From an optimization exercise on the open Yosys and OpenROAD flow, aimed at small area and a short achievable clock period; shortcuts taken in it are not production practice. In this exercise RTL edits were held to simulation tests only and were not proved equivalent to the original.

==> flow/design.v, too long to show whole: its modules and the start of the top module <==
// module coeff_selector: 30 lines
// module iir_filter: 1923 lines
// module iir_fa: 4 lines
// module iir_ha: 4 lines
// module iir_variable_filter: 11 lines
module iir_variable_filter (
    input  wire               clk,
    input  wire               reset_n,
    input  wire        [8:0]  filter_index,
    input  wire signed [15:0] data_in,
    output wire signed [31:0] data_out
);
  // ...
==> flow/run.sh <==
#!/bin/bash
# synth_recipe.tcl (not shown) runs the flow's synth.tcl, then flattens the netlist and writes it again
# the make line also repeats each setting of config.mk as NAME=value (left out here)
make -C /OpenROAD-flow-scripts/flow DESIGN_CONFIG=/design/flow/config.mk WORK_HOME=/design/flow/orfs CLKGATE_MAP_FILE= SYNTH_SCRIPT=/design/flow/synth_recipe.tcl finish
==> flow/config.mk <==
export PLATFORM = sky130hd
export DESIGN_NAME = iir_variable_filter
export DESIGN_NICKNAME = iir_variable_filter
export VERILOG_FILES = /design/flow/design.v
export SDC_FILE = /design/flow/constraint.sdc
export NUM_CORES = 4
export LEC_CHECK = 0
export CAP_MARGIN = 20
export CORE_MARGIN = 2
export CORE_UTILIZATION = 40
export SLEW_MARGIN = 20
export SYNTH_HIERARCHICAL = 1
==> flow/constraint.sdc <==
create_clock -name core_clock -period 15.0 [get_ports {clk}]
set_input_delay 3.0000 -clock core_clock [delete_from_list [all_inputs] [get_ports {clk}]]
set_output_delay 3.0000 -clock core_clock [all_outputs]
set_load 0.01 [all_outputs]
==> impl_metrics.ini, run 1 <==
[timing]
setup_viol = 0
fin_tns_setup_ps = 0
tightest_slew_ps = 1130
hold_violations = 0
fin_skew_ps = 14.9

[layout]
n_all_inverters = 55
fill_cells = 7532
bufAreaShareNonClock = 0.0413
clock_buffers = 19
postLayoutCellArea_um2 = 33800
final_cell_mix = fa_1 (607), xnor2_1 (552), a22oi_1 (435)
dominant_cells = multi-input combinational cells

[synth]
synth_ff_type = dfrtp_1
synth_common_cells = fa_1 (607), xnor2_1 (552), a22oi_1 (435)
synthXorXnorAreaFrac = 0.171
yosysTopAreaCellShare = 0.387
ys_ff_latch = 124

[placed_design]
dp_hpwl_um = 88700
pre_cts_slack_ps = 2220

[grt]
grt-busiest-layer = met2
grt_antenna_before_repair = 1
grt.met3_usage = 0.0746

[flow_run]
maxCapViolCount = 0

[critical_path]
setup.worst_path.class = input port to flop
cp_top_family = adder cells

[route]
drc = 0
dr_wl_met3_um = 13300
maxUsedRoutingLayer = met5

[floorplanning]
core_um2 = 77600
fp.dieW_um = 284

[outcome]
status = no timing/DRC/antenna violations

[clock_tree]
clock-sinks = 124
==> module coeff_selector, before the edit <==
module coeff_selector (
    input  logic [8:0] filter_index,
    output logic [83:0] cw
);
    always_comb begin
        case (filter_index)
            9'd0: cw = 84'b110110000100010101001000000110011001001100010100110100000001100000000010000010000001;
            9'd1: cw = 84'b000000011101110010110000011101111000100001000001111111000010011010000010000100000001;
            9'd2: cw = 84'b000100010100110011001010101110100000100001010000101001100010001010000000001111000111;
            9'd3: cw = 84'b000000011101110110000000000111111100010100000000101110000011000100001000001010000010;
            9'd4: cw = 84'b010100110001100100111100001101010000101001010000111111001011100010001000011010001100;
            9'd5: cw = 84'b011000000011100010000100100001110011011001000000111110001011100010000000010011000001;
            9'd6: cw = 84'b000000001111010001100010011010111001101101110001101101001011001100010010010010000011;
            9'd7: cw = 84'b000110001100100010100000100011110111100011100110001000100010101000100000100111010011;
            9'd8: cw = 84'b001001001011010010001000100010100101000100010101011000000010001100000000111110011100;
            9'd9: cw = 84'b000101000100000000010001100011100001010100001100011000100010100100010100110000010010;
            9'd10: cw = 84'b000000000111110001100000110011110011001010010001000110000001101010001100101000000010;
            9'd11: cw = 84'b000000000000000000000000011011111001000001000000000000000000000000000000111111000000;
            9'd12: cw = 84'b000000000111110010011000110011110011001010010001000111000100001011110000000101010100;
            9'd13: cw = 84'b000101000101000011010001100011100001010100001100011000101001001001000000001101001101;
            9'd14: cw = 84'b001001001011010101110000100010100101000100010101011001001100101001000011010110100001;
            9'd15: cw = 84'b000110001100100101010000100011110111100011100110001000101000010000011011110000111001;
            9'd16: cw = 84'b000000001111010110001010011010111001101101110001101100010100001100000101101101100001;
            9'd17: cw = 84'b011000000011100101110100100001110011011001000000111110010000000100100001001010010000;
            9'd18: cw = 84'b010101110001001001001100001101010000101001010000111111010100010000010001000110000110;
            9'd19: cw = 84'b000000011101111000111000000111111100010100000000101110010000100010000111111100011001;
            default: cw = '0;
        endcase
    end
endmodule
==> module iir_variable_filter, before the edit <==
module iir_variable_filter (
    input  wire               clk,
    input  wire               reset_n,
    input  wire        [8:0]  filter_index,
    input  wire signed [15:0] data_in,
    output wire signed [31:0] data_out
);
    wire [83:0] cw;
    coeff_selector coeff_sel (.filter_index(filter_index), .cw(cw));
    iir_filter IIR (.clk(clk), .reset_n(reset_n), .data_in(data_in), .data_out(data_out), .cw(cw));
endmodule
==> run 2, diff against run 1 <==
--- a/flow/design.v
+++ b/flow/design.v
@@ -1,50 +1,149 @@
 module coeff_selector (
     input  logic [8:0] filter_index,
-    output logic [83:0] cw
+    output logic [83:0] cw,
+    output logic       valid
 );
+    wire [4:0] f = filter_index[4:0];
+    logic [83:0] rf, rlo, rhi;
     always_comb begin
-        case (filter_index)
-            9'd0: cw = 84'b110110000100010101001000000110011001001100010100110100000001100000000010000010000001;
-            9'd1: cw = 84'b000000011101110010110000011101111000100001000001111111000010011010000010000100000001;
-            9'd2: cw = 84'b000100010100110011001010101110100000100001010000101001100010001010000000001111000111;
-            9'd3: cw = 84'b000000011101110110000000000111111100010100000000101110000011000100001000001010000010;
-            9'd4: cw = 84'b010100110001100100111100001101010000101001010000111111001011100010001000011010001100;
-            9'd5: cw = 84'b011000000011100010000100100001110011011001000000111110001011100010000000010011000001;
-            9'd6: cw = 84'b000000001111010001100010011010111001101101110001101101001011001100010010010010000011;
-            9'd7: cw = 84'b000110001100100010100000100011110111100011100110001000100010101000100000100111010011;
-            9'd8: cw = 84'b001001001011010010001000100010100101000100010101011000000010001100000000111110011100;
-            9'd9: cw = 84'b000101000100000000010001100011100001010100001100011000100010100100010100110000010010;
-            9'd10: cw = 84'b000000000111110001100000110011110011001010010001000110000001101010001100101000000010;
-            9'd11: cw = 84'b000000000000000000000000011011111001000001000000000000000000000000000000111111000000;
-            9'd12: cw = 84'b000000000111110010011000110011110011001010010001000111000100001011110000000101010100;
-            9'd13: cw = 84'b000101000101000011010001100011100001010100001100011000101001001001000000001101001101;
-            9'd14: cw = 84'b001001001011010101110000100010100101000100010101011001001100101001000011010110100001;
-            9'd15: cw = 84'b000110001100100101010000100011110111100011100110001000101000010000011011110000111001;
-            9'd16: cw = 84'b000000001111010110001010011010111001101101110001101100010100001100000101101101100001;
-            9'd17: cw = 84'b011000000011100101110100100001110011011001000000111110010000000100100001001010010000;
-            9'd18: cw = 84'b010101110001001001001100001101010000101001010000111111010100010000010001000110000110;
-            9'd19: cw = 84'b000000011101111000111000000111111100010100000000101110010000100010000111111100011001;
-            default: cw = '0;
+        case (f[3:0])
+            4'd0: rlo = 84'b110110000100010101001000000110011001101101010100110100000011101000000010000010001101;
+            4'd1: rlo = 84'b000000011101110011110000011101111001100001000001111111000010011010000010000100001011;
+            4'd2: rlo = 84'b000100010100110111101010101110100000101011010000101001100011101010000000001111000111;
+            4'd3: rlo = 84'b000000011101110111000000000111111100010101000000101110000011011100001000001010000011;
+            4'd4: rlo = 84'b010100110001100110111100001101010000101011010000111111001011101010001000011010001101;
+            4'd5: rlo = 84'b011000000011100010000100100001110011011011000000111110001011101010000000010011001001;
+            4'd6: rlo = 84'b000000001111010001110010011010111001101101110001101101001011101100010010010010000111;
+            4'd7: rlo = 84'b000110001100100010100000100011110111100011100110001000100011101000100000100111011011;
+            4'd8: rlo = 84'b001001001011010010001000100010100101001100010101011000000010001100000000111110011100;
+            4'd9: rlo = 84'b000101000100000000110001100011100001010101001100011000100010110100010100110000010110;
+            4'd10: rlo = 84'b000000000111110101100000110011110011001010010001000110000011101010001100101000000010;
+            4'd11: rlo = 84'b000000000000000100000000011011111001000001000000000000000011110000000000111111000000;
+            4'd12: rlo = 84'b000000000111110010011000110011110011001010010001000111001100001011110000000101010100;
+            4'd13: rlo = 84'b000101000101000011010001100011100001010111001100011000101101011001000000001101011101;
+            4'd14: rlo = 84'b001001001011010101110000100010100101101100010101011001001101101001000011010110100001;
+            4'd15: rlo = 84'b000110001100100101010000100011110111100011100110001000101101010000011011110000111001;
+        endcase
+        case (f[1:0])
+            2'd0: rhi = 84'b000000001111011110001010011010111001101101110001101100010100011100000101101101110001;
+            2'd1: rhi = 84'b011000000011101101111100100001110011011001000000111110010100011100100001001010110001;
+            2'd2: rhi = 84'b010101110001001011001100001101010000101101010000111111010100011000010001000110010111;
+            2'd3: rhi = 84'b000000011101111001111000000111111100010101000000101110010100111010000111111100011001;
         endcase
     end
+    assign rf = f[4] ? rhi : rlo;
+    assign cw[0] = rf[0];
+    assign cw[1] = rf[1];
+    assign cw[2] = rf[2];
+    assign cw[3] = rf[3];
+    assign cw[4] = rf[4];
+    assign cw[5] = rf[5];
+    assign cw[6] = rf[6];
+    assign cw[7] = rf[7];
+    assign cw[8] = rf[8];
+    assign cw[9] = rf[9];
+    assign cw[10] = rf[10];
+    assign cw[11] = rf[11];
+    assign cw[12] = rf[12];
+    assign cw[13] = rf[13];
+    assign cw[14] = rf[14];
+    assign cw[15] = rf[15];
+    assign cw[16] = rf[16];
+    assign cw[17] = rf[17];
+    assign cw[18] = rf[18];
+    assign cw[19] = rf[19];
+    assign cw[20] = rf[20];
+    assign cw[21] = rf[21];
+    assign cw[22] = rf[22];
+    assign cw[23] = rf[23];
+    assign cw[24] = rf[24];
+    assign cw[25] = rf[25];
+    assign cw[26] = rf[26];
+    assign cw[27] = rf[27];
+    assign cw[28] = rf[28];
+    assign cw[29] = rf[29];
+    assign cw[30] = rf[30];
+    assign cw[31] = rf[31];
+    assign cw[32] = rf[32];
+    assign cw[33] = rf[33];
+    assign cw[34] = rf[34];
+    assign cw[35] = rf[35];
+    assign cw[36] = rf[36];
+    assign cw[37] = rf[37];
+    assign cw[38] = rf[38];
+    assign cw[39] = rf[39];
+    assign cw[40] = rf[40];
+    assign cw[41] = rf[41];
+    assign cw[42] = rf[42];
+    assign cw[43] = rf[43];
+    assign cw[44] = rf[44];
+    assign cw[45] = rf[45];
+    assign cw[46] = rf[46];
+    assign cw[47] = rf[47];
+    assign cw[48] = rf[48];
+    assign cw[49] = rf[49];
+    assign cw[50] = rf[50];
+    assign cw[51] = rf[51];
+    assign cw[52] = rf[52];
+    assign cw[53] = rf[53];
+    assign cw[54] = rf[54];
+    assign cw[55] = rf[55];
+    assign cw[56] = rf[56];
+    assign cw[57] = rf[57];
+    assign cw[58] = rf[58];
+    assign cw[59] = rf[59];
+    assign cw[60] = rf[60];
+    assign cw[61] = rf[61];
+    assign cw[62] = rf[62];
+    assign cw[63] = rf[63];
+    assign cw[64] = rf[64];
+    assign cw[65] = rf[65];
+    assign cw[66] = rf[66];
+    assign cw[67] = rf[67];
+    assign cw[68] = rf[68];
+    assign cw[69] = rf[69];
+    assign cw[70] = rf[70];
+    assign cw[71] = rf[71];
+    assign cw[72] = rf[72];
+    assign cw[73] = rf[73];
+    assign cw[74] = rf[74];
+    assign cw[75] = rf[75];
+    assign cw[76] = rf[76];
+    assign cw[77] = rf[77];
+    assign cw[78] = rf[78];
+    assign cw[79] = rf[79];
+    assign cw[80] = rf[80];
+    assign cw[81] = rf[81];
+    assign cw[82] = rf[82];
+    assign cw[83] = rf[83];
+    assign valid = filter_index < 9'd20;
 endmodule
 module iir_filter (
     input  wire               clk,
     input  wire               reset_n,
     input  wire signed [15:0] data_in,
     output wire signed [31:0] data_out,
-    input  wire [83:0] cw      
+    input  wire [83:0] cw,     
+    input  wire        valid   
 );
     reg signed [15:0] r_x, x1, x2;
     reg signed [18:0] s;         
     reg signed [18:0] y0, y1, y2;    
-    wire signed [16:0] q = x1 + x2;
-    wire signed [16:0] qn = r_x + x1;    
+    reg  signed [16:0] q;        
+    wire [16:0] qn;
+    wire [16:0] qc;
+    iir_ha u_qa0 (.a(r_x[0]), .b(x1[0]), .s(qn[0]), .co(qc[1]));
+    genvar gi;
+    generate for (gi = 1; gi < 16; gi = gi + 1) begin : qrip
+        iir_fa u_qa (.a(r_x[gi]), .b(x1[gi]), .c(qc[gi]), .s(qn[gi]), .co(qc[gi+1]));
+    end endgenerate
+    assign qn[16] = r_x[15] ^ x1[15] ^ qc[16];
+    assign qc[0] = 1'b0;
     wire shs0, shc0;
     iir_ha u_sh0 (.a(x2[1]), .b(qn[1]), .s(shs0), .co(shc0));
     wire ss0, sc0;
     iir_fa u_sa0 (.a(x2[2]), .b(qn[2]), .c(qn[1]), .s(ss0), .co(sc0));
     wire ss1, sc1;
     iir_fa u_sa1 (.a(x2[3]), .b(qn[3]), .c(qn[2]), .s(ss1), .co(sc1));
     wire ss2, sc2;
     iir_fa u_sa2 (.a(x2[4]), .b(qn[4]), .c(qn[3]), .s(ss2), .co(sc2));
@@ -99,17 +198,110 @@
     wire ss26, sc26;
     iir_fa u_sa26 (.a(data_in[13]), .b(sc10), .c(ss11), .s(ss26), .co(sc26));
     wire ss27, sc27;
     iir_fa u_sa27 (.a(data_in[14]), .b(sc11), .c(ss12), .s(ss27), .co(sc27));
     wire ss28, sc28;
     iir_fa u_sa28 (.a(~data_in[15]), .b(sc12), .c(ss13), .s(ss28), .co(sc28));
     wire ss29, sc29;
     iir_fa u_sa29 (.a(~qn[16]), .b(qn[15]), .c(sc13), .s(ss29), .co(sc29));
-    wire [18:0] s_next = {1'b1, sc29, sc28, sc27, sc26, sc25, sc24, sc23, sc22, sc21, sc20, sc19, sc18, sc17, sc16, sc15, sc14, shc1, shs1} + {1'b0, ~qn[16], ss29, ss28, ss27, ss26, ss25, ss24, ss23, ss22, ss21, ss20, ss19, ss18, ss17, ss16, ss15, ss14, data_in[0]};
+    wire [18:0] s_next;
+    wire [18:0] sn_a = {1'b1, sc29, sc28, sc27, sc26, sc25, sc24, sc23, sc22, sc21, sc20, sc19, sc18, sc17, sc16, sc15, sc14, shc1, shs1};
+    wire [18:0] sn_b = {1'b0, ~qn[16], ss29, ss28, ss27, ss26, ss25, ss24, ss23, ss22, ss21, ss20, ss19, ss18, ss17, ss16, ss15, ss14, data_in[0]};
+    wire [18:0] sn_g = sn_a & sn_b;
+    wire [18:0] sn_p = sn_a ^ sn_b;
+    wire sn_G1 = sn_g[1] | (sn_p[1] & sn_g[0]);
+    wire sn_P1 = sn_p[1] & sn_p[0];
+    wire sn_G2 = sn_g[3] | (sn_p[3] & sn_g[2]);
+    wire sn_P2 = sn_p[3] & sn_p[2];
+    wire sn_G3 = sn_g[5] | (sn_p[5] & sn_g[4]);
+    wire sn_P3 = sn_p[5] & sn_p[4];
+    wire sn_G4 = sn_g[7] | (sn_p[7] & sn_g[6]);
+    wire sn_P4 = sn_p[7] & sn_p[6];
+    wire sn_G5 = sn_g[9] | (sn_p[9] & sn_g[8]);
+    wire sn_P5 = sn_p[9] & sn_p[8];
+    wire sn_G6 = sn_g[11] | (sn_p[11] & sn_g[10]);
+    wire sn_P6 = sn_p[11] & sn_p[10];
+    wire sn_G7 = sn_g[13] | (sn_p[13] & sn_g[12]);
+    wire sn_P7 = sn_p[13] & sn_p[12];
+    wire sn_G8 = sn_g[15] | (sn_p[15] & sn_g[14]);
+    wire sn_P8 = sn_p[15] & sn_p[14];
+    wire sn_G9 = sn_g[17] | (sn_p[17] & sn_g[16]);
+    wire sn_P9 = sn_p[17] & sn_p[16];
+    wire sn_G10 = sn_g[2] | (sn_p[2] & sn_G1);
+    wire sn_P10 = sn_p[2] & sn_P1;
+    wire sn_G11 = sn_G2 | (sn_P2 & sn_G1);
+    wire sn_P11 = sn_P2 & sn_P1;
+    wire sn_G12 = sn_g[6] | (sn_p[6] & sn_G3);
+    wire sn_P12 = sn_p[6] & sn_P3;
+    wire sn_G13 = sn_G4 | (sn_P4 & sn_G3);
+    wire sn_P13 = sn_P4 & sn_P3;
+    wire sn_G14 = sn_g[10] | (sn_p[10] & sn_G5);
+    wire sn_P14 = sn_p[10] & sn_P5;
+    wire sn_G15 = sn_G6 | (sn_P6 & sn_G5);
+    wire sn_P15 = sn_P6 & sn_P5;
+    wire sn_G16 = sn_g[14] | (sn_p[14] & sn_G7);
+    wire sn_P16 = sn_p[14] & sn_P7;
+    wire sn_G17 = sn_G8 | (sn_P8 & sn_G7);
+    wire sn_P17 = sn_P8 & sn_P7;
+    wire sn_G18 = sn_g[4] | (sn_p[4] & sn_G11);
+    wire sn_P18 = sn_p[4] & sn_P11;
+    wire sn_G19 = sn_G3 | (sn_P3 & sn_G11);
+    wire sn_P19 = sn_P3 & sn_P11;
+    wire sn_G20 = sn_G12 | (sn_P12 & sn_G11);
+    wire sn_P20 = sn_P12 & sn_P11;
+    wire sn_G21 = sn_G13 | (sn_P13 & sn_G11);
+    wire sn_P21 = sn_P13 & sn_P11;
+    wire sn_G22 = sn_g[12] | (sn_p[12] & sn_G15);
+    wire sn_P22 = sn_p[12] & sn_P15;
+    wire sn_G23 = sn_G7 | (sn_P7 & sn_G15);
+    wire sn_P23 = sn_P7 & sn_P15;
+    wire sn_G24 = sn_G16 | (sn_P16 & sn_G15);
+    wire sn_P24 = sn_P16 & sn_P15;
+    wire sn_G25 = sn_G17 | (sn_P17 & sn_G15);
+    wire sn_P25 = sn_P17 & sn_P15;
+    wire sn_G26 = sn_g[8] | (sn_p[8] & sn_G21);
+    wire sn_P26 = sn_p[8] & sn_P21;
+    wire sn_G27 = sn_G5 | (sn_P5 & sn_G21);
+    wire sn_P27 = sn_P5 & sn_P21;
+    wire sn_G28 = sn_G14 | (sn_P14 & sn_G21);
+    wire sn_P28 = sn_P14 & sn_P21;
+    wire sn_G29 = sn_G15 | (sn_P15 & sn_G21);
+    wire sn_P29 = sn_P15 & sn_P21;
+    wire sn_G30 = sn_G22 | (sn_P22 & sn_G21);
+    wire sn_P30 = sn_P22 & sn_P21;
+    wire sn_G31 = sn_G23 | (sn_P23 & sn_G21);
+    wire sn_P31 = sn_P23 & sn_P21;
+    wire sn_G32 = sn_G24 | (sn_P24 & sn_G21);
+    wire sn_P32 = sn_P24 & sn_P21;
+    wire sn_G33 = sn_G25 | (sn_P25 & sn_G21);
+    wire sn_P33 = sn_P25 & sn_P21;
+    wire sn_G34 = sn_g[16] | (sn_p[16] & sn_G33);
+    wire sn_P34 = sn_p[16] & sn_P33;
+    wire sn_G35 = sn_G9 | (sn_P9 & sn_G33);
+    wire sn_P35 = sn_P9 & sn_P33;
+    assign s_next[0] = sn_p[0];
+    assign s_next[1] = sn_p[1] ^ sn_g[0];
+    assign s_next[2] = sn_p[2] ^ sn_G1;
+    assign s_next[3] = sn_p[3] ^ sn_G10;
+    assign s_next[4] = sn_p[4] ^ sn_G11;
+    assign s_next[5] = sn_p[5] ^ sn_G18;
+    assign s_next[6] = sn_p[6] ^ sn_G19;
+    assign s_next[7] = sn_p[7] ^ sn_G20;
+    assign s_next[8] = sn_p[8] ^ sn_G21;
+    assign s_next[9] = sn_p[9] ^ sn_G26;
+    assign s_next[10] = sn_p[10] ^ sn_G27;
+    assign s_next[11] = sn_p[11] ^ sn_G28;
+    assign s_next[12] = sn_p[12] ^ sn_G29;
+    assign s_next[13] = sn_p[13] ^ sn_G30;
+    assign s_next[14] = sn_p[14] ^ sn_G31;
+    assign s_next[15] = sn_p[15] ^ sn_G32;
+    assign s_next[16] = sn_p[16] ^ sn_G33;
+    assign s_next[17] = sn_p[17] ^ sn_G34;
+    assign s_next[18] = sn_p[18] ^ sn_G35;
     wire pp_b_0_0 = (((cw[6] & s[0])) ^ cw[0]);
     wire pp_b_0_1 = (((cw[6] & s[1]) | (cw[13] & s[0])) ^ cw[0]);
     wire pp_b_0_2 = (((cw[6] & s[2]) | (cw[13] & s[1])) ^ cw[0]);
     wire pp_b_0_3 = (((cw[6] & s[3]) | (cw[13] & s[2])) ^ cw[0]);
     wire pp_b_0_4 = (((cw[6] & s[4]) | (cw[13] & s[3])) ^ cw[0]);
     wire pp_b_0_5 = (((cw[6] & s[5]) | (cw[13] & s[4])) ^ cw[0]);
     wire pp_b_0_6 = (((cw[6] & s[6]) | (cw[13] & s[5])) ^ cw[0]);
     wire pp_b_0_7 = (((cw[6] & s[7]) | (cw[13] & s[6])) ^ cw[0]);
@@ -1932,26 +2124,197 @@
     wire fs578, fc578;
     iir_fa u_fa578 (.a(fs547), .b(fc511), .c(fc546), .s(fs578), .co(fc578));
     wire fs579, fc579;
     iir_fa u_fa579 (.a(fs515), .b(fc547), .c(fs548), .s(fs579), .co(fc579));
     wire fs580, fc580;
     iir_fa u_fa580 (.a(fs517), .b(fc548), .c(fs549), .s(fs580), .co(fc580));
     wire fs581, fc581;
     iir_fa u_fa581 (.a(fs550), .b(fc517), .c(fc549), .s(fs581), .co(fc581));
-    wire [31:0] sa = {fc580, fc579, fc578, fc577, fc576, fc575, fc574, fc573, fc572, fc571, fc570, fc569, fc568, fc567, fc566, fc565, fc564, fc563, fc562, fc561, fc560, fc559, fc558, fc557, fc556, fc555, fc554, fc553, fc552, fc551, fhc26, fhs26};
-    wire [31:0] sb = {fs581, fs580, fs579, fs578, fs577, fs576, fs575, fs574, fs573, fs572, fs571, fs570, fs569, fs568, fs567, fs566, fs565, fs564, fs563, fs562, fs561, fs560, fs559, fs558, fs557, fs556, fs555, fs554, fs553, fs552, fs551, fhs25};
-    wire [31:0] sum = sa + sb;
+    wire [31:0] sum;    
+    wire [31:0] cp_a = {fc580, fc579, fc578, fc577, fc576, fc575, fc574, fc573, fc572, fc571, fc570, fc569, fc568, fc567, fc566, fc565, fc564, fc563, fc562, fc561, fc560, fc559, fc558, fc557, fc556, fc555, fc554, fc553, fc552, fc551, fhc26, fhs26};
+    wire [31:0] cp_b = {fs581, fs580, fs579, fs578, fs577, fs576, fs575, fs574, fs573, fs572, fs571, fs570, fs569, fs568, fs567, fs566, fs565, fs564, fs563, fs562, fs561, fs560, fs559, fs558, fs557, fs556, fs555, fs554, fs553, fs552, fs551, fhs25};
+    wire [31:0] cp_g = cp_a & cp_b;
+    wire [31:0] cp_p = cp_a ^ cp_b;
+    wire cp_G1 = cp_g[1] | (cp_p[1] & cp_g[0]);
+    wire cp_P1 = cp_p[1] & cp_p[0];
+    wire cp_G2 = cp_g[3] | (cp_p[3] & cp_g[2]);
+    wire cp_P2 = cp_p[3] & cp_p[2];
+    wire cp_G3 = cp_g[5] | (cp_p[5] & cp_g[4]);
+    wire cp_P3 = cp_p[5] & cp_p[4];
+    wire cp_G4 = cp_g[7] | (cp_p[7] & cp_g[6]);
+    wire cp_P4 = cp_p[7] & cp_p[6];
+    wire cp_G5 = cp_g[9] | (cp_p[9] & cp_g[8]);
+    wire cp_P5 = cp_p[9] & cp_p[8];
+    wire cp_G6 = cp_g[11] | (cp_p[11] & cp_g[10]);
+    wire cp_P6 = cp_p[11] & cp_p[10];
+    wire cp_G7 = cp_g[13] | (cp_p[13] & cp_g[12]);
+    wire cp_P7 = cp_p[13] & cp_p[12];
+    wire cp_G8 = cp_g[15] | (cp_p[15] & cp_g[14]);
+    wire cp_P8 = cp_p[15] & cp_p[14];
+    wire cp_G9 = cp_g[17] | (cp_p[17] & cp_g[16]);
+    wire cp_P9 = cp_p[17] & cp_p[16];
+    wire cp_G10 = cp_g[19] | (cp_p[19] & cp_g[18]);
+    wire cp_P10 = cp_p[19] & cp_p[18];
+    wire cp_G11 = cp_g[21] | (cp_p[21] & cp_g[20]);
+    wire cp_P11 = cp_p[21] & cp_p[20];
+    wire cp_G12 = cp_g[23] | (cp_p[23] & cp_g[22]);
+    wire cp_P12 = cp_p[23] & cp_p[22];
+    wire cp_G13 = cp_g[25] | (cp_p[25] & cp_g[24]);
+    wire cp_P13 = cp_p[25] & cp_p[24];
+    wire cp_G14 = cp_g[27] | (cp_p[27] & cp_g[26]);
+    wire cp_P14 = cp_p[27] & cp_p[26];
+    wire cp_G15 = cp_g[29] | (cp_p[29] & cp_g[28]);
+    wire cp_P15 = cp_p[29] & cp_p[28];
+    wire cp_G16 = cp_g[2] | (cp_p[2] & cp_G1);
+    wire cp_P16 = cp_p[2] & cp_P1;
+    wire cp_G17 = cp_G2 | (cp_P2 & cp_G1);
+    wire cp_P17 = cp_P2 & cp_P1;
+    wire cp_G18 = cp_g[6] | (cp_p[6] & cp_G3);
+    wire cp_P18 = cp_p[6] & cp_P3;
+    wire cp_G19 = cp_G4 | (cp_P4 & cp_G3);
+    wire cp_P19 = cp_P4 & cp_P3;
+    wire cp_G20 = cp_g[10] | (cp_p[10] & cp_G5);
+    wire cp_P20 = cp_p[10] & cp_P5;
+    wire cp_G21 = cp_G6 | (cp_P6 & cp_G5);
+    wire cp_P21 = cp_P6 & cp_P5;
+    wire cp_G22 = cp_g[14] | (cp_p[14] & cp_G7);
+    wire cp_P22 = cp_p[14] & cp_P7;
+    wire cp_G23 = cp_G8 | (cp_P8 & cp_G7);
+    wire cp_P23 = cp_P8 & cp_P7;
+    wire cp_G24 = cp_g[18] | (cp_p[18] & cp_G9);
+    wire cp_P24 = cp_p[18] & cp_P9;
+    wire cp_G25 = cp_G10 | (cp_P10 & cp_G9);
+    wire cp_P25 = cp_P10 & cp_P9;
+    wire cp_G26 = cp_g[22] | (cp_p[22] & cp_G11);
+    wire cp_P26 = cp_p[22] & cp_P11;
+    wire cp_G27 = cp_G12 | (cp_P12 & cp_G11);
+    wire cp_P27 = cp_P12 & cp_P11;
+    wire cp_G28 = cp_g[26] | (cp_p[26] & cp_G13);
+    wire cp_P28 = cp_p[26] & cp_P13;
+    wire cp_G29 = cp_G14 | (cp_P14 & cp_G13);
+    wire cp_P29 = cp_P14 & cp_P13;
+    wire cp_G30 = cp_g[30] | (cp_p[30] & cp_G15);
+    wire cp_P30 = cp_p[30] & cp_P15;
+    wire cp_G31 = cp_g[4] | (cp_p[4] & cp_G17);
+    wire cp_P31 = cp_p[4] & cp_P17;
+    wire cp_G32 = cp_G3 | (cp_P3 & cp_G17);
+    wire cp_P32 = cp_P3 & cp_P17;
+    wire cp_G33 = cp_G18 | (cp_P18 & cp_G17);
+    wire cp_P33 = cp_P18 & cp_P17;
+    wire cp_G34 = cp_G19 | (cp_P19 & cp_G17);
+    wire cp_P34 = cp_P19 & cp_P17;
+    wire cp_G35 = cp_g[12] | (cp_p[12] & cp_G21);
+    wire cp_P35 = cp_p[12] & cp_P21;
+    wire cp_G36 = cp_G7 | (cp_P7 & cp_G21);
+    wire cp_P36 = cp_P7 & cp_P21;
+    wire cp_G37 = cp_G22 | (cp_P22 & cp_G21);
+    wire cp_P37 = cp_P22 & cp_P21;
+    wire cp_G38 = cp_G23 | (cp_P23 & cp_G21);
+    wire cp_P38 = cp_P23 & cp_P21;
+    wire cp_G39 = cp_g[20] | (cp_p[20] & cp_G25);
+    wire cp_P39 = cp_p[20] & cp_P25;
+    wire cp_G40 = cp_G11 | (cp_P11 & cp_G25);
+    wire cp_P40 = cp_P11 & cp_P25;
+    wire cp_G41 = cp_G26 | (cp_P26 & cp_G25);
+    wire cp_P41 = cp_P26 & cp_P25;
+    wire cp_G42 = cp_G27 | (cp_P27 & cp_G25);
+    wire cp_P42 = cp_P27 & cp_P25;
+    wire cp_G43 = cp_g[28] | (cp_p[28] & cp_G29);
+    wire cp_P43 = cp_p[28] & cp_P29;
+    wire cp_G44 = cp_G15 | (cp_P15 & cp_G29);
+    wire cp_P44 = cp_P15 & cp_P29;
+    wire cp_G45 = cp_G30 | (cp_P30 & cp_G29);
+    wire cp_P45 = cp_P30 & cp_P29;
+    wire cp_G46 = cp_g[8] | (cp_p[8] & cp_G34);
+    wire cp_P46 = cp_p[8] & cp_P34;
+    wire cp_G47 = cp_G5 | (cp_P5 & cp_G34);
+    wire cp_P47 = cp_P5 & cp_P34;
+    wire cp_G48 = cp_G20 | (cp_P20 & cp_G34);
+    wire cp_P48 = cp_P20 & cp_P34;
+    wire cp_G49 = cp_G21 | (cp_P21 & cp_G34);
+    wire cp_P49 = cp_P21 & cp_P34;
+    wire cp_G50 = cp_G35 | (cp_P35 & cp_G34);
+    wire cp_P50 = cp_P35 & cp_P34;
+    wire cp_G51 = cp_G36 | (cp_P36 & cp_G34);
+    wire cp_P51 = cp_P36 & cp_P34;
+    wire cp_G52 = cp_G37 | (cp_P37 & cp_G34);
+    wire cp_P52 = cp_P37 & cp_P34;
+    wire cp_G53 = cp_G38 | (cp_P38 & cp_G34);
+    wire cp_P53 = cp_P38 & cp_P34;
+    wire cp_G54 = cp_g[24] | (cp_p[24] & cp_G42);
+    wire cp_P54 = cp_p[24] & cp_P42;
+    wire cp_G55 = cp_G13 | (cp_P13 & cp_G42);
+    wire cp_P55 = cp_P13 & cp_P42;
+    wire cp_G56 = cp_G28 | (cp_P28 & cp_G42);
+    wire cp_P56 = cp_P28 & cp_P42;
+    wire cp_G57 = cp_G29 | (cp_P29 & cp_G42);
+    wire cp_P57 = cp_P29 & cp_P42;
+    wire cp_G58 = cp_G43 | (cp_P43 & cp_G42);
+    wire cp_P58 = cp_P43 & cp_P42;
+    wire cp_G59 = cp_G44 | (cp_P44 & cp_G42);
+    wire cp_P59 = cp_P44 & cp_P42;
+    wire cp_G60 = cp_G45 | (cp_P45 & cp_G42);
+    wire cp_P60 = cp_P45 & cp_P42;
+    wire cp_G61 = cp_g[16] | (cp_p[16] & cp_G53);
+    wire cp_P61 = cp_p[16] & cp_P53;
+    wire cp_G62 = cp_G9 | (cp_P9 & cp_G53);
+    wire cp_P62 = cp_P9 & cp_P53;
+    wire cp_G63 = cp_G24 | (cp_P24 & cp_G53);
+    wire cp_P63 = cp_P24 & cp_P53;
+    wire cp_G64 = cp_G25 | (cp_P25 & cp_G53);
+    wire cp_P64 = cp_P25 & cp_P53;
+    wire cp_G65 = cp_G39 | (cp_P39 & cp_G53);
+    wire cp_P65 = cp_P39 & cp_P53;
+    wire cp_G66 = cp_G40 | (cp_P40 & cp_G53);
+    wire cp_P66 = cp_P40 & cp_P53;
+    wire cp_G67 = cp_G41 | (cp_P41 & cp_G53);
+    wire cp_P67 = cp_P41 & cp_P53;
+    wire cp_G68 = cp_G42 | (cp_P42 & cp_G53);
+    wire cp_P68 = cp_P42 & cp_P53;
+    wire cp_G69 = cp_G54 | (cp_P54 & cp_G53);
+    wire cp_P69 = cp_P54 & cp_P53;
+    wire cp_G70 = cp_G55 | (cp_P55 & cp_G53);
+    wire cp_P70 = cp_P55 & cp_P53;
+    wire cp_G71 = cp_G56 | (cp_P56 & cp_G53);
+    wire cp_P71 = cp_P56 & cp_P53;
+    wire cp_G72 = cp_G57 | (cp_P57 & cp_G53);
+    wire cp_P72 = cp_P57 & cp_P53;
+    wire cp_G73 = cp_G58 | (cp_P58 & cp_G53);
+    wire cp_P73 = cp_P58 & cp_P53;
+    wire cp_G74 = cp_G59 | (cp_P59 & cp_G53);
+    wire cp_P74 = cp_P59 & cp_P53;
+    wire cp_G75 = cp_G60 | (cp_P60 & cp_G53);
+    wire cp_P75 = cp_P60 & cp_P53;
+    assign sum[13] = cp_p[13] ^ cp_G50;
+    assign sum[14] = cp_p[14] ^ cp_G51;
+    assign sum[15] = cp_p[15] ^ cp_G52;
+    assign sum[16] = cp_p[16] ^ cp_G53;
+    assign sum[17] = cp_p[17] ^ cp_G61;
+    assign sum[18] = cp_p[18] ^ cp_G62;
+    assign sum[19] = cp_p[19] ^ cp_G63;
+    assign sum[20] = cp_p[20] ^ cp_G64;
+    assign sum[21] = cp_p[21] ^ cp_G65;
+    assign sum[22] = cp_p[22] ^ cp_G66;
+    assign sum[23] = cp_p[23] ^ cp_G67;
+    assign sum[24] = cp_p[24] ^ cp_G68;
+    assign sum[25] = cp_p[25] ^ cp_G69;
+    assign sum[26] = cp_p[26] ^ cp_G70;
+    assign sum[27] = cp_p[27] ^ cp_G71;
+    assign sum[28] = cp_p[28] ^ cp_G72;
+    assign sum[29] = cp_p[29] ^ cp_G73;
+    assign sum[30] = cp_p[30] ^ cp_G74;
+    assign sum[31] = cp_p[31] ^ cp_G75;
     always @(posedge clk or negedge reset_n) begin
         if (!reset_n) begin
-            r_x <= 0; x1 <= 0; x2 <= 0; s <= 0;
+            r_x <= 0; x1 <= 0; x2 <= 0; s <= 0; q <= 0;
             y0 <= 0; y1 <= 0; y2 <= 0;
         end else begin
-            r_x <= data_in; x1 <= r_x; x2 <= x1; s <= s_next;
-            y0 <= sum[31:13]; y1 <= y0; y2 <= y1;
+            r_x <= data_in; x1 <= r_x; x2 <= x1; s <= s_next; q <= qn;
+            y0 <= sum[31:13] & {19{valid}}; y1 <= y0; y2 <= y1;
         end
     end
     assign data_out = {{13{y0[18]}}, y0};
 endmodule
 module iir_fa (input wire a, input wire b, input wire c, output wire s, output wire co);
     assign s = a ^ b ^ c;
     assign co = (a & b) | (a & c) | (b & c);
 endmodule
@@ -1962,11 +2325,12 @@
 module iir_variable_filter (
     input  wire               clk,
     input  wire               reset_n,
     input  wire        [8:0]  filter_index,
     input  wire signed [15:0] data_in,
     output wire signed [31:0] data_out
 );
     wire [83:0] cw;
-    coeff_selector coeff_sel (.filter_index(filter_index), .cw(cw));
-    iir_filter IIR (.clk(clk), .reset_n(reset_n), .data_in(data_in), .data_out(data_out), .cw(cw));
+    wire valid;
+    coeff_selector coeff_sel (.filter_index(filter_index), .cw(cw), .valid(valid));
+    iir_filter IIR (.clk(clk), .reset_n(reset_n), .data_in(data_in), .data_out(data_out), .cw(cw), .valid(valid));
 endmodule
==> flow/config.mk (replaced) <==
export PLATFORM = sky130hd
export DESIGN_NAME = iir_variable_filter
export DESIGN_NICKNAME = iir_variable_filter
export VERILOG_FILES = /design/flow/design.v
export SDC_FILE = /design/flow/constraint.sdc
export NUM_CORES = 4
export LEC_CHECK = 0
export CAP_MARGIN = 20
export CORE_MARGIN = 2
export CORE_UTILIZATION = 50
export CTS_BUF_LIST = sky130_fd_sc_hd__clkbuf_4 sky130_fd_sc_hd__clkbuf_8
export SETUP_SLACK_MARGIN = 5
export SLEW_MARGIN = 20
export SYNTH_HIERARCHICAL = 1
==> impl_metrics.ini, run 2 <==
[synth]
synth_fa_ha_area_frac = 0.456
yosys_warnings = 8
synth_edf_count = 0
synth_compound_area_frac = 0.154
syn_area_per_cell_um2 = 10.9
synthTopCellsByArea = fa_1 (42%), xnor2_1 (16%), dfrtp_1 (12%)
synthXorXnorAreaFrac = 0.170
yosysSeqAreaShare = 0.118
synthMuxAreaShare = 0.00305
synthSimpleGateAreaFrac = 0.0526
synth_ff_type = dfrtp_1
syn_inst = 2750
async_flop_share = 1.00
synth_common_cells = fa_1 (625), xnor2_1 (535), a22oi_1 (434)
synth_most_common_cell = fa_1
synth_top_family_by_area = adder cells
ys_ff_latch = 141
yosys.cell_types.count = 74
syn_nets = 3493
synth_area_um2 = 30000
yosysTopAreaCellShare = 0.418
synth.largest_area_cell = fa_1

[clock_tree]
clock_latency_ps = 560
cts_inserted_buffers = 17
cts_tree = built
cts-root-buf = clkbuf_8
clock-sinks = 141
path_clk_slew_ps = 120
clock_path_buffers = 2
cts.htree.levels = 4
cts_hold_buf = 0

[route]
drc = 0
wl_per_cell_um = 34.5
firstDrtPassIters = 6
ant_nets = 0
wl_um = 121000
viasPerCell = 6.87
drtIter0Drc = 2972
route.vias.total = 24000

[timing]
max_clock_freq_mhz = 100
setup_viol = 0
fin_skew_ps = 40.7
rsz0062_at_grt = true
fin_hold_ws_ps = 379
min_period_over_period = 0.667
tightest_slew_ps = 1220
final_max_slew_viol_count = 0
slew-limit-headroom = 0.185
min_period_ps = 10000
fin_tns_setup_ps = 0
hold_violations = 0

[critical_path]
cp_top_family = adder cells
cp.arrival_ps = 10450
path_max_fanout = 21
path_common_cell = fa_1
endpoint_kind = flop
critPathLaunchType = input port
cp_slowest_cell = fa_1
max_stage_delay_ps = 590
critPathBufInv = 5
setup.worst_path.class = input port to flop
r2r_end = IIR.s[17]
regToRegSetupSlack_ps = 5920
required_ps = 15450
r2r-start = IIR.x1[0]
rr_worst_depth = 24

[floorplanning]
initial_core_util = 0.507
fp.dieW_um = 249
ios = 59
row_count = 89
dieArea_um2 = 61900
core_um2 = 59100
die_h_um = 249

[min_path]
min-delay-start = IIR.r_x[0]
whs_endpoint = IIR.x1[0]
min_path_type = flop to flop
hold_path_depth = 0

[layout]
drive_gt1_frac = 0.141
final_cell_mix = fa_1 (589), xnor2_1 (534), a22oi_1 (422)
fill_cells = 5035
final_util = 0.565
nets = 3451
layout_commonest_cell = fa_1
regArea_um2 = 3530
syn2layout_area_growth_pct = 11.4
multiInputGateArea_um2 = 26000
instances_no_fill = 3497

[placed_design]
dp_hpwl_um = 82000
dpl.cell_count = 3370
routabilityCongestion = 0.986
port_buffers = 58

[grt]
grt_antenna_before_repair = 4
grt_max_degree = 58
grt.overflow.total = 0
track_usage = 0.394
grt_pass1_wl_um = 176000
grt_pass1_vias = 26100

[outcome]
status = no timing/DRC/antenna violations

[flow_run]
maxCapViolCount = 0
[run 2: cell type report]
| cell class | instances | share of cell area |
|---|---|---|
| Sequential cell | 141 | 0.106 |
| Antenna cell | 3 | 0.000225 |
| Timing Repair Buffer | 225 | 0.0677 |
| Tap cell | 773 | 0.0290 |
| Clock buffer | 17 | 0.00701 |
| Inverter | 47 | 0.00558 |
| Clock inverter | 15 | 0.00525 |
| Multi-Input combinational cell | 2276 | 0.780 |
[run 2: Yosys stat by module (local to each module, per instance), a selection]
module	cells inside	copies in the design	flops+latches	area, um^2
iir_ha	1	28	0	12.5
iir_filter	1830	1	141	15500
iir_fa	1	619	0	20.0
coeff_selector	273	1	0	1710
[run 2: kinds of logic after synthesis]
group	count (synthesis)
adders and majority gates	716
AOI/OAI and AO/OA	639
xor gates and xnor gates	582
buffers and inverters	337
and+or+nand+nor	326
DFF	141
muxes	9
[run 2: how the worst max path moves through the flow]
stage,startpoint,endpoint,slack [ps],cells past startpoint
6_report,filter_index[1],IIR.y0[13],5000,26
5_1_grt,filter_index[1],IIR.y0[13],4920,27
4_1_cts,filter_index[1],IIR.y0[15],5000,26
3_5_place_dp,filter_index[0],IIR.y0[18],2630,24
3_3_place_gp,filter_index[0],IIR.y0[13],2770,24
2_1_floorplan,filter_index[0],IIR.y0[13],5000,26
[run 2: layer usage]
layer  routed length (um)  global-route usage  up-vias  part of all wire
met5                   17                   0        -           0.00014
met4                10900               0.300        2             0.090
met3                14300               0.119      563              0.12
met2                53500               0.598     1867              0.44
met1                42100               0.472    12400              0.35
li1                     -                   -     9191                 -
[run 2: repair_timing]
action / 4_1_cts / 5_1_grt
gates resized for setup: 147 / 75
setup buffers: 49 / 31
endpoints found under the setup margin: 19 / 13
cloned: 10 / 2
hold endpoints to repair: 0 / 0
pin swaps: 27 / 40
[run 2: stage by stage]
| stage | area (um^2) | setup WS [ps] |
|---|---|---|
| 6_report | 33400 | 5000 |
| 5_1_grt | 33400 | 4920 |
| 4_1_cts | 32800 | 5000 |
| 3_5_place_dp | 31200 | 2630 |
| 3_3_place_gp | 31200 | 2770 |
| 2_1_floorplan | 30200 | 5000 |
==> run 3, diff against run 2 <==
--- a/flow/config.mk
+++ b/flow/config.mk
@@ -8,7 +8,6 @@
 export CAP_MARGIN = 20
 export CORE_MARGIN = 2
 export CORE_UTILIZATION = 50
-export CTS_BUF_LIST = sky130_fd_sc_hd__clkbuf_4 sky130_fd_sc_hd__clkbuf_8
 export SETUP_SLACK_MARGIN = 5
 export SLEW_MARGIN = 20
 export SYNTH_HIERARCHICAL = 1
==> impl_metrics.ini, run 3 <==
[route]
drc = 0
wl_um = 122000
drtIter0Drc = 3184
ant_nets = 0
route.vias.total = 24200
viasPerCell = 6.87
firstDrtPassIters = 7
wl_per_cell_um = 34.6

[placed_design]
pre_cts_slack_ps = 2630
routabilityCongestion = 0.986
dpl.cell_count = 3370
port_buffers = 58
dp_hpwl_um = 82000

[synth]
synthTopCellsByArea = fa_1 (42%), xnor2_1 (16%), dfrtp_1 (12%)
syn_inst = 2750
yosysSeqAreaShare = 0.118
ys_ff_latch = 141
synth_area_um2 = 30000
async_flop_share = 1.00
syn_nets = 3493
synth.largest_area_cell = fa_1
synth_edf_count = 0
yosys_warnings = 8
synth_most_common_cell = fa_1
synth_ff_type = dfrtp_1
syn_area_per_cell_um2 = 10.9
yosys.cell_types.count = 74
yosysTopAreaCellShare = 0.418
synth_common_cells = fa_1 (625), xnor2_1 (535), a22oi_1 (434)

[clock_tree]
cts_tree = built
clock-sinks = 141
cts.htree.levels = 4
clock_latency_ps = 490
cts-root-buf = clkbuf_16
cts_inserted_buffers = 17
path_clk_slew_ps = 80
clock_path_buffers = 2

[min_path]
min-delay-start = IIR.r_x[0]
hold_path_depth = 0
min_path_type = flop to flop
whs_endpoint = IIR.x1[0]

[grt]
grt.overflow.total = 0
grt_max_degree = 58
grt_pass1_wl_um = 177000
grt_antenna_before_repair = 2
grt_pass1_vias = 26200
track_usage = 0.396

[critical_path]
cp.arrival_ps = 10400
max_stage_delay_ps = 570
regToRegSetupSlack_ps = 5940
r2r_end = IIR.s[17]
required_ps = 15400
critPathLaunchType = input port
cp_slowest_cell = fa_1
rr_worst_depth = 24
endpoint_kind = flop
path_max_fanout = 6
r2r-start = IIR.x1[0]
path_common_cell = fa_2
setup.worst_path.class = input port to flop

[timing]
min_period_ps = 10000
rsz0062_at_grt = true
timing.final.ws_setup_ps = 5000
max_clock_freq_mhz = 100
hold_violations = 0
final_max_slew_viol_count = 0
tightest_slew_ps = 1210
min_period_over_period = 0.667
setup_viol = 0
slew-limit-headroom = 0.190
fin_skew_ps = 22.1
fin_tns_setup_ps = 0

[outcome]
status = no timing/DRC/antenna violations

[floorplanning]
core_um2 = 59100
row_count = 89
die_h_um = 249
initial_core_util = 0.507
dieArea_um2 = 61900
fp.dieW_um = 249
ios = 59

[layout]
syn2layout_area_growth_pct = 13.7
instances_no_fill = 3520
drive_gt1_frac = 0.161
final_cell_mix = fa_1 (575), xnor2_1 (529), a22oi_1 (420)
nets = 3476
layout_commonest_cell = fa_1
fill_cells = 4962

[flow_run]
maxCapViolCount = 0
-- run 3: cell types whose count changed in the layout (fill, tap and decap cells not counted), sizes merged --
| cell | previous run | this run |
|---|---|---|
| buf | 170 | 193 |
| clkbuf | 18 | 21 |
| diode | 3 | 1 |
| and2b | 3 | 2 |
-- run 3: critical path: cells and delay by family --
kind | cells | cell delay [ps]
AO/OA/AOI/OAI | 7 | 1360
XOR/XNOR | 1 | 180
adder cells (fa/ha/maj) | 10 | 4290
buffers and inverters | 6 | 730
multiplexers | 1 | 210
AND/OR/NAND/NOR | 4 | 620
-- run 3: timing repair --
| item | CTS | global route |
|---|---|---|
| setup buffers | 63 | 39 |
| setup endpoints to repair | 19 | 13 |
| gates cloned | 11 | 4 |
| pin swaps | 52 | 71 |
| hold buffers | 0 | 0 |
| gates resized for setup | 183 | 98 |
-- run 3: worst max-delay path by stage --
stage                         start         end  slack (ps)  cells after the start
finish              filter_index[1]  IIR.y0[17]        5000                     29
global route        filter_index[1]  IIR.y0[18]        4840                     29
CTS                 filter_index[2]  IIR.y0[15]        5000                     25
detailed placement  filter_index[0]  IIR.y0[18]        2630                     24
global placement    filter_index[0]  IIR.y0[13]        2770                     24
floorplan           filter_index[0]  IIR.y0[13]        5000                     26
-- run 3: per-module statistics from Yosys (local to each module, per instance), a selection --
module / flops+latches / area (um^2)
coeff_selector: 0 / 1710
iir_fa: 0 / 20.0
iir_filter: 141 / 15500
iir_ha: 0 / 12.5
-- run 3: stage by stage --
step	instance area (um^2)	util	hold WS, ps
after floorplan	30200	-	357
after global placement	31200	0.528	368
after detailed placement	31200	0.528	374
after CTS	33300	0.563	376
after global routing	34100	0.576	385
final	34100	0.576	382
-- run 3: kinds of logic after synthesis --
kind of cell / share of synthesized area
simple gates: 0.0526
mux: 0.00305
compound gates: 0.154
buf+inv: 0.0466
flops: 0.118
xor+xnor: 0.170
fa+ha+maj: 0.456
-- run 3: layout make-up --
| type | count | area (um^2) | area share |
|---|---|---|---|
| inverter | 47 | 191 | 0.00562 |
| multi-input combinational | 2275 | 26200 | 0.769 |
| antenna | 1 | 2.50 | 0.0000734 |
| clock buffer | 17 | 425 | 0.0125 |
| tap | 773 | 967 | 0.0284 |
| timing repair buffer | 251 | 2570 | 0.0753 |
| sequential | 141 | 3530 | 0.104 |
| clock inverter | 15 | 175 | 0.00514 |
-- run 3: metal layers --
layer	part of all wire	vias to the layer above	GRT usage
li1	-	9242	-
met1	0.35	12400	0.476
met2	0.44	1939	0.604
met3	0.12	574	0.117
met4	0.092	0	0.300
met5	0	-	0

-- static timing again, ports no longer ideal --
The flow's constraints put no driver on any port. The routed layouts listed below were extracted and timed again, unchanged, in two steps. Step 1, drivers: a clkbuf_16 drives clk and a buf_2 each remaining input, both assumed. Step 2 times the ports against the registers' clock, not the clock port: input delays grow and output delays shrink by t, the midpoint of the rising clock arrivals with the driver on. Three values: ideal ports, drivers, drivers and shift; two values: the first two.
run | t, ns | setup slack, ns | worst setup path at the end
run 1 | 0.556 | 2.326 / 2.358 / 1.801 | input to register
run 2 | 0.601 | 5.000 / 5.010 / 4.409 | input to register
run 3 | 0.538 | 5.002 / 4.990 / 4.452 | input to register
After both steps setup and hold are still met in every run listed. For run 2, which loses most, drivers alone change the setup slack by +0.010 ns; drivers and shift together by -0.591 ns.
